Source: an optimization exercise on an open RTL-to-GDS flow (aim: small area, a short achievable clock period and few clock cycles per item). Production flows keep margins and buffers that such runs may drop. Only simulation tests tie the RTL to the original design; equivalence was not proved.

==> inputs of 06-19 <==
Design net_4_8_12_16_16_1_10, start of the top module:
module net_4_8_12_16_16_1_10(clk, reset, input_valid, input_ready, input_data, output_valid, output_ready, output_data);
export LEC_CHECK = 0
export CAP_MARGIN = 20
export CORE_MARGIN = 2
export CORE_UTILIZATION = 40
export SETUP_SLACK_MARGIN = 4.3
export SLEW_MARGIN = 20
create_clock -name core_clock -period 8.0 [get_ports {clk}]
run.sh (not shown) runs the stock make flow with config.mk's settings and CLKGATE_MAP_FILE= SYNTH_SCRIPT=/design/flow/synth_recipe.tcl, a recipe that flattens the netlist after the stock synthesis.
==> 05-01: changes against 06-19 <==
CTS_CLUSTER_DIAMETER = 100   (was unset)
CTS_CLUSTER_SIZE = 22   (was unset)
SETUP_SLACK_MARGIN = 4.5   (was 4.3)
==> 01-10: changes against 06-19 <==
SETUP_SLACK_MARGIN = 4.8   (was 4.3)
==> qor summary <==
quantity	01-10	06-19	05-01
Status	no timing/DRC/antenna violations	no timing/DRC/antenna violations	no timing/DRC/antenna violations
Setup ws final	4.48 ns	4.37 ns	4.48 ns
Sequential cell area	0.0396 mm²	0.0394 mm²	0.0395 mm²
Final critical-path required period	3.52 ns	3.63 ns	3.52 ns
CTS clock-pin slew for the worst setup and hold paths	0.06 ns	0.06 ns	0.09 ns
Post-DR wirelength/cell	21.9 µm	21.7 µm	21.9 µm
Via-per-instance ratio	5.69	5.68	5.69
Met3 routed WL	14500 µm	12800 µm	13000 µm
Via count of the first global-routing pass	62100	60200	59900
Multi-input gate area	0.0484 mm²	0.0460 mm²	0.0464 mm²
Number of nets in the final layout	9224	8847	8874
Testbench counts of 06-19, summed over its fixed seeds: cycles 15,792, items 960.
Testbench counts of 05-01, summed over its fixed seeds: cycles 15,792, items 960.
Testbench counts of 01-10, summed over its fixed seeds: cycles 15,792, items 960.


==> run F <==
net_4_8_12_16_16_1_10, a different RTL version from the one above (not shown whole).
==> flow/config.mk <==
export PLATFORM = sky130hd
export DESIGN_NAME = net_4_8_12_16_16_1_10
export DESIGN_NICKNAME = net_4_8_12_16_16_1_10
export VERILOG_FILES = /design/flow/design.v
export SDC_FILE = /design/flow/constraint.sdc
export NUM_CORES = 4
export LEC_CHECK = 0
export CAP_MARGIN = 20
export CORE_MARGIN = 2
export CORE_UTILIZATION = 65
export PLACE_DENSITY = 0.75
export SETUP_SLACK_MARGIN = 4.5
export SLEW_MARGIN = 20
==> flow/constraint.sdc <==
create_clock -name core_clock -period 8.0 [get_ports {clk}]
set_input_delay 1.6000 -clock core_clock [delete_from_list [all_inputs] [get_ports {clk}]]
set_output_delay 1.6000 -clock core_clock [all_outputs]
set_load 0.01 [all_outputs]
==> run M: changes against run F <==
CORE_UTILIZATION = 40   (was 65)
PLACE_DENSITY = default   (was 0.75)
SETUP_SLACK_MARGIN = 4.0   (was 4.5)
==> comparison <==
In area after synthesis, run M and run F do not differ.
In flip-flop and latch count, run F and run M do not differ.
Against run M, the non-clock buffer count of run F is higher by 336.
In run M the cell area is lower than in run F, by 3.2%.
Register-to-register slack: run M is lower than run F (0.32 ns).
Critical path depth is the same in run F and run M.
Between run F and run M, the lower setup slack is in run M (gap 0.32 ns).
==> figures <==
	run M	run F
Outcome	no timing/DRC/antenna violations	no timing/DRC/antenna violations
Count of clock-net buffers in the final layout	198	179
First-pass GRT wire length	381000 um	380000 um
Total global routing track utilization	20.2%	32.7%
Buffering stage count on the worst path with inverters included	1	3
Wire length on met2	115000 um	115000 um
PnR worst setup slack	4.11 ns	4.43 ns
Total area of multi-input combinational cells	0.0523 mm^2	0.0538 mm^2
Die Width	488 um	384 um
Flop-to-flop setup slack	4.11 ns	4.43 ns
Net count of the finished layout	9630	9965
Drt initial violations	5879	7380
Share of layout cells above drive strength 1	8.18%	15.0%
Final wirelength	247000 um	252000 um
Portion of the clock cycle consumed by the worst path in the final layout	48.7%	44.6%
Worst reg2reg path startpoint	c2_3[3]	f3_9[0]
Testbench counts of run F, summed over its fixed seeds: cycles 15,664, items 960.
Testbench counts of run M, summed over its fixed seeds: cycles 15,664, items 960.

==> afterwards: timing with drivers on the ports <==
No port has a modelled driver above. Below, the same layouts with a new extraction and two added sets of constraints. Step 1 assumes that a clkbuf_16 drives the clock port and a buf_2 every other input. Step 2 times the ports against the registers' clock, not the clock port: input delays grow and output delays shrink by t, the midpoint of the rising clock arrivals with the driver on. Three values: ideal, step 1, step 2; two values: the first two.
| run | t (ns) | setup slack, ns | slew at the worst register clock pin (ns) | worst data-port slew with drivers (ns) | pins driven straight from the clock port |
|---|---|---|---|---|---|
| 06-19 | 0.897 | 4.370 / 4.366 / 4.370 | 0.08 / 0.08 | 0.09 | 1 |
| 05-01 | 0.821 | 4.476 / 4.476 / 4.431 | 0.10 / 0.10 | 0.09 | 1 |
| 01-10 | 0.896 | 4.484 / 4.484 / 4.475 | 0.07 / 0.07 | 0.09 | 1 |
| run F | 0.881 | 4.429 / 4.429 / 3.639 | 0.07 / 0.07 | 0.05 | 1 |
| run M | 0.903 | 4.107 / 4.107 / 3.355 | 0.07 / 0.07 | 0.05 | 1 |
After both steps setup and hold are still met in every run listed. For run F, which loses most, drivers alone change the setup slack by 0.000 ns; drivers and shift together by -0.790 ns.
